Context: an optimization exercise on an open-source flow, tuned for small area. The choices shown serve that exercise and are no tape-out recipe.
Function was checked by simulation only, so behaviour that the tests miss may differ from the original.

== violet ==
==> flow/design.v <==
`timescale 1ns / 1ps
module complete_alu(input clock,reset,enable_arith,enable_shift,input [15:0] aluin1,aluin2,input [2:0] operation,opselect,input [4:0] shift_number,input [6:0] next_ctl,output reg [15:0] aluoutfinal);
reg [15:0] aluoutarith, aluoutshift;
wire [15:0] a = aluin1, b = aluin2;
wire [15:0] ar = aluoutarith;
wire os_al = (opselect == 3'b001);
wire os_mr = (opselect == 3'b101);
wire op0 = (operation == 3'b000), op1 = (operation == 3'b001), op2 = (operation == 3'b010);
wire op3 = (operation == 3'b011), op4 = (operation == 3'b100), op5 = (operation == 3'b101);
wire op6 = (operation == 3'b110), op7 = (operation == 3'b111);
wire addop = os_al & (op0 | op1 | op2);
wire t0 = os_al & (op2 | op3);                          
wire t1 = os_al & (op0 | op1 | op5 | op6) | os_mr;      
wire t2 = os_al & (op0 | op1 | op3 | op5 | op6);        
wire t3 = os_al & (op2 | op4 | op5) | os_mr;            
wire sub = operation[1];
wire [16:0] c;
wire n_add = (next_ctl[2:0] == 3'b001) & ~next_ctl[6] & ~(next_ctl[5] & next_ctl[4]);
reg x1, x0;
always @(posedge clock) begin
    x1 <= reset & n_add & ~next_ctl[5];
    x0 <= reset & n_add & next_ctl[5];
end
assign c[0] = x0;
wire [15:0] lin;
genvar k;
generate for (k = 0; k < 16; k = k + 1) begin : g_bit
    wire bb = b[k] ? x1 : x0;
    assign c[k+1] = (a[k] & bb) | (c[k] & (a[k] | bb));
    wire f = a[k] ? (b[k] ? t3 : t2) : (b[k] ? t1 : t0);
    assign lin[k] = f ^ c[k];
end endgenerate
wire ld_b = os_mr & (op0 | op4);           
wire ld_h = os_mr & (op1 | op5);           
wire extv = operation[2] ? ar[15] : (operation[0] ? b[6] : b[7]);
wire lhg = os_al & op7;
reg [15:0] an;
integer m;
always @* begin
    an[6:0] = lin[6:0];
    an[7] = lhg ? b[1] : ld_h ? extv : lin[7];
    for (m = 8; m < 13; m = m + 1)
        an[m] = lhg ? b[m-6] : (ld_b | ld_h) ? extv : lin[m];
    for (m = 13; m < 15; m = m + 1)
        an[m] = (ld_b | ld_h) ? extv : lin[m];
    an[15] = (os_al & op1) ? c[7] : ((os_al & op3) | (os_mr & ~op3)) ? 1'b0 : lin[15];
end
wire en_all = enable_arith & (os_al | (os_mr & (op0 | op4 | op1 | op5 | op3)));
wire en_mid = en_all & ~(os_al & op1);
wire en_15  = en_all & ~lhg;
wire left = ~operation[1];
wire fill = operation[1] & operation[0] & aluin1[15];
wire [15:0] st0 = aluin1;
wire [15:0] st1, st2, st3, st4;
generate for (k = 0; k < 16; k = k + 1) begin : g_shs
    wire l0 = shift_number[0] & left, r0 = shift_number[0] & ~left, k0 = ~shift_number[0];
    wire l1 = shift_number[1] & left, r1 = shift_number[1] & ~left, k1 = ~shift_number[1];
    wire l2 = shift_number[2] & left, r2 = shift_number[2] & ~left, k2 = ~shift_number[2];
    wire l3 = shift_number[3] & left, r3 = shift_number[3] & ~left, k3 = ~shift_number[3];
    assign st1[k] = (k0 & st0[k]) | (l0 & (k >= 1 ? st0[(k+15)%16] : 1'b0)) | (r0 & (k <= 14 ? st0[(k+1)%16] : fill));
    assign st2[k] = (k1 & st1[k]) | (l1 & (k >= 2 ? st1[(k+14)%16] : 1'b0)) | (r1 & (k <= 13 ? st1[(k+2)%16] : fill));
    assign st3[k] = (k2 & st2[k]) | (l2 & (k >= 4 ? st2[(k+12)%16] : 1'b0)) | (r2 & (k <= 11 ? st2[(k+4)%16] : fill));
    assign st4[k] = (k3 & st3[k]) | (l3 & (k >= 8 ? st3[(k+8)%16] : 1'b0)) | (r3 & (k <= 7 ? st3[(k+8)%16] : fill));
end endgenerate
wire [14:0] sh = shift_number[4] ? {15{fill}} : st4[14:0];
wire es_only = enable_shift & ~enable_arith;
wire s_lo = reset & es_only & ~operation[2];
wire s_15 = reset & es_only;
wire a_lo = reset & en_all, a_mid = reset & en_mid, a_15 = reset & en_15;
wire f_a = reset & enable_arith, f_s = reset & es_only;
wire f_h = reset & ~enable_arith & ~enable_shift;
always @(posedge clock) begin
    aluoutfinal <= ({16{f_a}} & ar) | ({16{f_s}} & aluoutshift) | ({16{f_h}} & aluoutfinal);
    aluoutarith[6:0]  <= ({7{a_lo}} & an[6:0]) | ({7{reset & ~a_lo}} & ar[6:0]);
    aluoutarith[14:7] <= ({8{a_mid}} & an[14:7]) | ({8{reset & ~a_mid}} & ar[14:7]);
    aluoutarith[15]   <= (a_15 & an[15]) | (reset & ~a_15 & ar[15]);
    aluoutshift[14:0] <= ({15{s_lo}} & sh) | ({15{reset & ~s_lo}} & aluoutshift[14:0]);
    aluoutshift[15]   <= (s_15 & (operation == 3'b001) & aluin1[14]) | (reset & ~s_15 & aluoutshift[15]);
end
endmodule
`timescale 1ns / 1ps
`timescale 1ns / 1ps
module fetch_controller(foutput,operation,opselect,enable_arith,enable_shift,shift_number,aluin1,aluin2,wr_a, mem_data_read_in1,mem_data_read_in2,reset,control_in,datain_a,addr_a,dataout_a, clock, src1, src2,imm);
parameter n = 16;
input  [n-1:0] dataout_a;
output [12:0] addr_a;
input  wr_a,reset;
output [n-1:0] datain_a;
output reg [n-1:0] mem_data_read_in2;
output [n-1:0] mem_data_read_in1;
output [n-1:0] aluin1;
output reg [n-1:0] aluin2;
output reg [4:0] shift_number;
input clock;
output [6:0] control_in;
output reg [n-1:0] src1;
output reg [n-1:0] src2;
output reg [n-1:0] imm;
output [n-1:0] foutput;
output reg enable_arith,enable_shift;
output [2:0] operation,opselect;
assign datain_a = 16'd0;
reg [13:0] pi;       
reg        first;    
reg [2:0]  j;        
reg [15:0] src12, src22, imm2;
reg [6:0]  c0, c1;   
reg [15:0] r0, r1;   
reg        p;        
reg        q;        
wire exec = !wr_a;
wire pi_3fff = pi[13] & pi[12];
wire pi_8195 = pi[13] & ~pi[12] & pi[1] & pi[0];
wire pi_hi   = |pi[12:2] | pi[13];
wire pi_gt2  = (pi_hi | (pi[1] & pi[0])) & ~pi_3fff;              
wire i_gt2   = ~first & (pi_hi | pi[1]) & ~pi_3fff & ~pi_8195;    
wire [13:0] i_now = first ? 14'h3fff : (pi_8195 ? 14'd0 : pi + 14'd1);
wire j0 = (j == 3'd0), j1 = (j == 3'd1), j2 = (j == 3'd2);
wire j3 = (j == 3'd3), j4 = (j == 3'd4), j5 = (j == 3'd5);
wire last4 = pi_gt2 ? j5 : j4;
wire last5 = pi_gt2 ? j0 : j5;
wire copy  = exec & j0 & last5;
assign addr_a = last4 ? src12[12:0] : last5 ? src22[12:0] : pi[12:0];
assign control_in = p ? c1 : c0;
assign mem_data_read_in1 = p ? r1 : r0;
wire [6:0] cq = q ? c1 : c0;
assign opselect  = cq[2:0];
assign operation = cq[6:4];
assign aluin1 = q ? r1 : r0;
wire ld_pi = reset & exec;             
wire hd_pi = reset & ~exec;
wire ld_j  = reset & exec & i_gt2;
wire hd_j  = reset & ~(exec & i_gt2);
wire ld_c0 = reset & exec & j1 & p,  hd_c0 = reset & ~(exec & j1 & p);
wire ld_r0 = reset & exec & j5 & p,  hd_r0 = reset & ~(exec & j5 & p);
wire ld_m2 = reset & exec & j0,      hd_m2 = reset & ~(exec & j0);
wire ld_cp = reset & copy,           hd_cp = reset & ~copy;
wire ld_c1 = reset & exec & j1 & ~p, hd_c1 = reset & ~(exec & j1 & ~p);
wire ld_r1 = reset & exec & j5 & ~p, hd_r1 = reset & ~(exec & j5 & ~p);
wire ld_s1 = reset & exec & j2,      hd_s1 = reset & ~(exec & j2);
wire ld_s2 = reset & exec & j3,      hd_s2 = reset & ~(exec & j3);
wire ld_im = reset & exec & j4,      hd_im = reset & ~(exec & j4);
always @(posedge clock) begin
    pi    <= ({14{ld_pi}} & i_now) | ({14{hd_pi}} & pi);
    first <= ~reset | (hd_pi & first);
    j     <= ({3{ld_j}} & (j5 ? 3'd0 : j + 3'd1)) | ({3{hd_j}} & j);
    p     <= (ld_cp & ~p) | (hd_cp & p);
    q     <= reset & p;
    c0    <= ({7{ld_c0}} & dataout_a[6:0]) | ({7{hd_c0}} & c0);
    r0    <= ({16{ld_r0}} & dataout_a) | ({16{hd_r0}} & r0);
    mem_data_read_in2 <= ({16{ld_m2}} & dataout_a) | ({16{hd_m2}} & mem_data_read_in2);
    src1  <= ({16{ld_cp}} & src12) | ({16{hd_cp}} & src1);
    src2  <= ({16{ld_cp}} & src22) | ({16{hd_cp}} & src2);
    imm   <= ({16{ld_cp}} & imm2)  | ({16{hd_cp}} & imm);
    c1    <= ({7{ld_c1}} & dataout_a[6:0]) | ({7{hd_c1}} & c1);
    r1    <= ({16{ld_r1}} & dataout_a) | ({16{hd_r1}} & r1);
    src12 <= ({16{ld_s1}} & dataout_a) | ({16{hd_s1}} & src12);
    src22 <= ({16{ld_s2}} & dataout_a) | ({16{hd_s2}} & src22);
    imm2  <= ({16{ld_im}} & dataout_a) | ({16{hd_im}} & imm2);
end
wire act   = reset & ~first;
wire os_al = (opselect == 3'b001);
wire os_mr = (opselect == 3'b101);
wire os_sh = (opselect == 3'b000);
wire a2_imm = act & os_al & control_in[3];
wire a2_m2  = act & (os_al & ~control_in[3] | os_mr & control_in[3]);
wire a2_hd  = reset & ~(a2_imm | a2_m2);
wire ld_e   = act & (os_al | os_mr | os_sh), hd_e = reset & ~ld_e;
wire sn_m2  = act & os_sh & imm[2];
wire sn_im  = act & os_sh & ~imm[2];
wire sn_hd  = reset & ~(act & os_sh);
always @(posedge clock) begin
    aluin2 <= ({16{a2_imm}} & imm) | ({16{a2_m2}} & mem_data_read_in2) | ({16{a2_hd}} & aluin2);
    shift_number <= ({5{sn_m2}} & mem_data_read_in2[4:0]) | ({5{sn_im}} & imm[10:6]) | ({5{sn_hd}} & shift_number);
    enable_arith <= (ld_e & (os_al | os_mr & control_in[3])) | (hd_e & enable_arith);
    enable_shift <= (ld_e & os_sh) | (hd_e & enable_shift);
end
complete_alu b3(.clock(clock),.reset(reset),.enable_arith(enable_arith),.enable_shift(enable_shift),.aluin1(aluin1),.aluin2(aluin2),.operation(operation),.opselect(opselect),.shift_number(shift_number),.next_ctl(control_in),.aluoutfinal(foutput));
endmodule
clock: 5.0 ns
lec_check: 0
abc_area: 1
cap_margin: 20
core_margin: 2
core_utilization: 50
slew_margin: 20
standard.sh (not shown) runs the stock make flow with config.mk's settings and CLKGATE_MAP_FILE= SYNTH_SCRIPT=/design/flow/synth_recipe.tcl, a recipe that flattens the netlist after the stock synthesis.
==> flow/flow/run.sh <==
#!/bin/bash
# The standard layout (standard.sh) with these changes:
#  * synthesis uses synth_recipe.tcl unchanged, but ABC maps with the
#    area-oriented script flow/abc_area.script (registers are untouched);
#  * the port buffers are the smallest buffer cell (buf_1);
#  * one tie cell drives all constant outputs (no tie fanout repair);
#  * clock tree: options from flow/cts_args.txt (clkbuf_8, smaller sink
#    clusters, no dummy loads).
# Each tool's output goes to its ORFS log under orfs/logs; the make output
# goes to standard.log.
set -euo pipefail
HERE=$(pwd)
rm -rf "$HERE/myscripts"
cp -r "$FLOW_HOME/scripts" "$HERE/myscripts"
cp "$HERE/flow/abc_area.script" "$HERE/myscripts/abc_area.script"
{ echo "set ::env(SCRIPTS_DIR) $HERE/myscripts"; cat "$HERE/synth_recipe.tcl"; } > "$HERE/my_synth.tcl"
sed "s|SYNTH_SCRIPT=[^ ]*|SYNTH_SCRIPT=$HERE/my_synth.tcl|" "$HERE/standard.sh" > "$HERE/my_standard.sh"
grep -q "SYNTH_SCRIPT=$HERE/my_synth.tcl" "$HERE/my_standard.sh"
export BUFFER_PORTS_ARGS="-buffer_cell sky130_fd_sc_hd__buf_1"
export SKIP_REPAIR_TIE_FANOUT=1
export CTS_ARGS="$(cat "$HERE/flow/cts_args.txt")"
bash "$HERE/my_standard.sh" > "$HERE/standard.log" 2>&1
==> flow/flow/abc_area.script <==
strash
dc2
balance
rewrite
refactor
balance
rewrite
rewrite -z
balance
refactor -z
rewrite -z
balance
dc2
&get -n
&st
&deepsyn -T 60
&dch -f
&nf -a -R 2000
&put
topo
==> flow/flow/cts_args.txt <==
-sink_clustering_enable -repair_clock_nets -dont_use_dummy_load -buf_list sky130_fd_sc_hd__clkbuf_8 -sink_clustering_size 15 -sink_clustering_max_diameter 50
Input-level comparison between nickel and violet:
--- a/flow/design.v
+++ b/flow/design.v
@@ -1,7 +1,7 @@
 `timescale 1ns / 1ps
-module complete_alu(input clock,reset,enable_arith,enable_shift,input [15:0] aluin1,aluin2,input [2:0] operation,opselect,input [4:0] shift_number,input [6:0] next_ctl,output reg [15:0] aluoutfinal);
+module complete_alu(input clock,reset,enable_arith,enable_shift,input [15:0] aluin1,aluin2,input [2:0] operation,opselect,input [4:0] shift_number,output reg [15:0] aluoutfinal);
 reg [15:0] aluoutarith, aluoutshift;
 wire [15:0] a = aluin1, b = aluin2;
 wire [15:0] ar = aluoutarith;
 wire os_al = (opselect == 3'b001);
 wire os_mr = (opselect == 3'b101);
@@ -13,24 +13,18 @@
 wire t1 = os_al & (op0 | op1 | op5 | op6) | os_mr;      
 wire t2 = os_al & (op0 | op1 | op3 | op5 | op6);        
 wire t3 = os_al & (op2 | op4 | op5) | os_mr;            
 wire sub = operation[1];
 wire [16:0] c;
-wire n_add = (next_ctl[2:0] == 3'b001) & ~next_ctl[6] & ~(next_ctl[5] & next_ctl[4]);
-reg x1, x0;
-always @(posedge clock) begin
-    x1 <= reset & n_add & ~next_ctl[5];
-    x0 <= reset & n_add & next_ctl[5];
-end
-assign c[0] = x0;
+assign c[0] = sub;
 wire [15:0] lin;
 genvar k;
 generate for (k = 0; k < 16; k = k + 1) begin : g_bit
-    wire bb = b[k] ? x1 : x0;
-    assign c[k+1] = (a[k] & bb) | (c[k] & (a[k] | bb));
+    wire bb = b[k] ^ sub;
+    assign c[k+1] = (a[k] & bb) | (c[k] & (a[k] ^ bb));
     wire f = a[k] ? (b[k] ? t3 : t2) : (b[k] ? t1 : t0);
-    assign lin[k] = f ^ c[k];
+    assign lin[k] = f ^ (addop & c[k]);
 end endgenerate
 wire ld_b = os_mr & (op0 | op4);           
 wire ld_h = os_mr & (op1 | op5);           
 wire extv = operation[2] ? ar[15] : (operation[0] ? b[6] : b[7]);
 wire lhg = os_al & op7;
@@ -48,23 +42,21 @@
 wire en_all = enable_arith & (os_al | (os_mr & (op0 | op4 | op1 | op5 | op3)));
 wire en_mid = en_all & ~(os_al & op1);
 wire en_15  = en_all & ~lhg;
 wire left = ~operation[1];
 wire fill = operation[1] & operation[0] & aluin1[15];
-wire [15:0] st0 = aluin1;
-wire [15:0] st1, st2, st3, st4;
-generate for (k = 0; k < 16; k = k + 1) begin : g_shs
-    wire l0 = shift_number[0] & left, r0 = shift_number[0] & ~left, k0 = ~shift_number[0];
-    wire l1 = shift_number[1] & left, r1 = shift_number[1] & ~left, k1 = ~shift_number[1];
-    wire l2 = shift_number[2] & left, r2 = shift_number[2] & ~left, k2 = ~shift_number[2];
-    wire l3 = shift_number[3] & left, r3 = shift_number[3] & ~left, k3 = ~shift_number[3];
-    assign st1[k] = (k0 & st0[k]) | (l0 & (k >= 1 ? st0[(k+15)%16] : 1'b0)) | (r0 & (k <= 14 ? st0[(k+1)%16] : fill));
-    assign st2[k] = (k1 & st1[k]) | (l1 & (k >= 2 ? st1[(k+14)%16] : 1'b0)) | (r1 & (k <= 13 ? st1[(k+2)%16] : fill));
-    assign st3[k] = (k2 & st2[k]) | (l2 & (k >= 4 ? st2[(k+12)%16] : 1'b0)) | (r2 & (k <= 11 ? st2[(k+4)%16] : fill));
-    assign st4[k] = (k3 & st3[k]) | (l3 & (k >= 8 ? st3[(k+8)%16] : 1'b0)) | (r3 & (k <= 7 ? st3[(k+8)%16] : fill));
+wire [15:0] x;
+generate for (k = 0; k < 16; k = k + 1) begin : g_x
+    assign x[k] = left ? aluin1[15-k] : aluin1[k];
 end endgenerate
-wire [14:0] sh = shift_number[4] ? {15{fill}} : st4[14:0];
+wire [31:0] xe = {{16{fill}}, x};
+wire [31:0] xs = xe >> shift_number[3:0];
+wire [15:0] t = shift_number[4] ? {16{fill}} : xs[15:0];
+wire [14:0] sh;
+generate for (k = 0; k < 15; k = k + 1) begin : g_sh
+    assign sh[k] = left ? t[15-k] : t[k];
+end endgenerate
 wire es_only = enable_shift & ~enable_arith;
 wire s_lo = reset & es_only & ~operation[2];
 wire s_15 = reset & es_only;
 wire a_lo = reset & en_all, a_mid = reset & en_mid, a_15 = reset & en_15;
 wire f_a = reset & enable_arith, f_s = reset & es_only;
@@ -173,7 +165,7 @@
     aluin2 <= ({16{a2_imm}} & imm) | ({16{a2_m2}} & mem_data_read_in2) | ({16{a2_hd}} & aluin2);
     shift_number <= ({5{sn_m2}} & mem_data_read_in2[4:0]) | ({5{sn_im}} & imm[10:6]) | ({5{sn_hd}} & shift_number);
     enable_arith <= (ld_e & (os_al | os_mr & control_in[3])) | (hd_e & enable_arith);
     enable_shift <= (ld_e & os_sh) | (hd_e & enable_shift);
 end
-complete_alu b3(.clock(clock),.reset(reset),.enable_arith(enable_arith),.enable_shift(enable_shift),.aluin1(aluin1),.aluin2(aluin2),.operation(operation),.opselect(opselect),.shift_number(shift_number),.next_ctl(control_in),.aluoutfinal(foutput));
+complete_alu b3(.clock(clock),.reset(reset),.enable_arith(enable_arith),.enable_shift(enable_shift),.aluin1(aluin1),.aluin2(aluin2),.operation(operation),.opselect(opselect),.shift_number(shift_number),.aluoutfinal(foutput));
 endmodule
[summary]
nickel finished every stage and its layout cleared the timing, design-rule and antenna checks. violet completed end to end with timing, DRC and antenna clean. Die outline width (nickel over violet): increase, 0.80%. Lower area occupied by multi-input gates was reported by violet, not nickel. violet and nickel ended up with roughly the same cell area. Diff violet -> nickel | routed length per instance | down slightly. In the flow results for violet and nickel, the worst hold slack is larger on nickel. nickel vs violet on fraction of final layout cells with drive strength greater than 1: nickel is the lower one.

## re-timing with driven ports
Ports are ideal in the flow. The routed layouts listed here were re-timed in OpenROAD.
Step 1 assumes that a clkbuf_16 drives the clock port and a buf_2 every other input.
Step 2, shift: input delay + t, output delay - t, t = (earliest + latest rising clock arrival at the registers) / 2. This alone moves slack from input paths to output paths.
Three values: ideal, step 1, step 2; two values: the first two.
run | t, ns | setup WS [ns] | slew at the worst register clock pin (ns) | worst slew at a driven data input, ns | cell pins on the clock port's net
violet | 0.603 | 0.343 / 0.343 / 0.343 | 0.09 / 0.09 | 0.04 | 1
nickel | 0.598 | 0.477 / 0.477 / 0.477 | 0.10 / 0.10 | 0.03 | 1
After both steps every run listed still meets setup and hold.
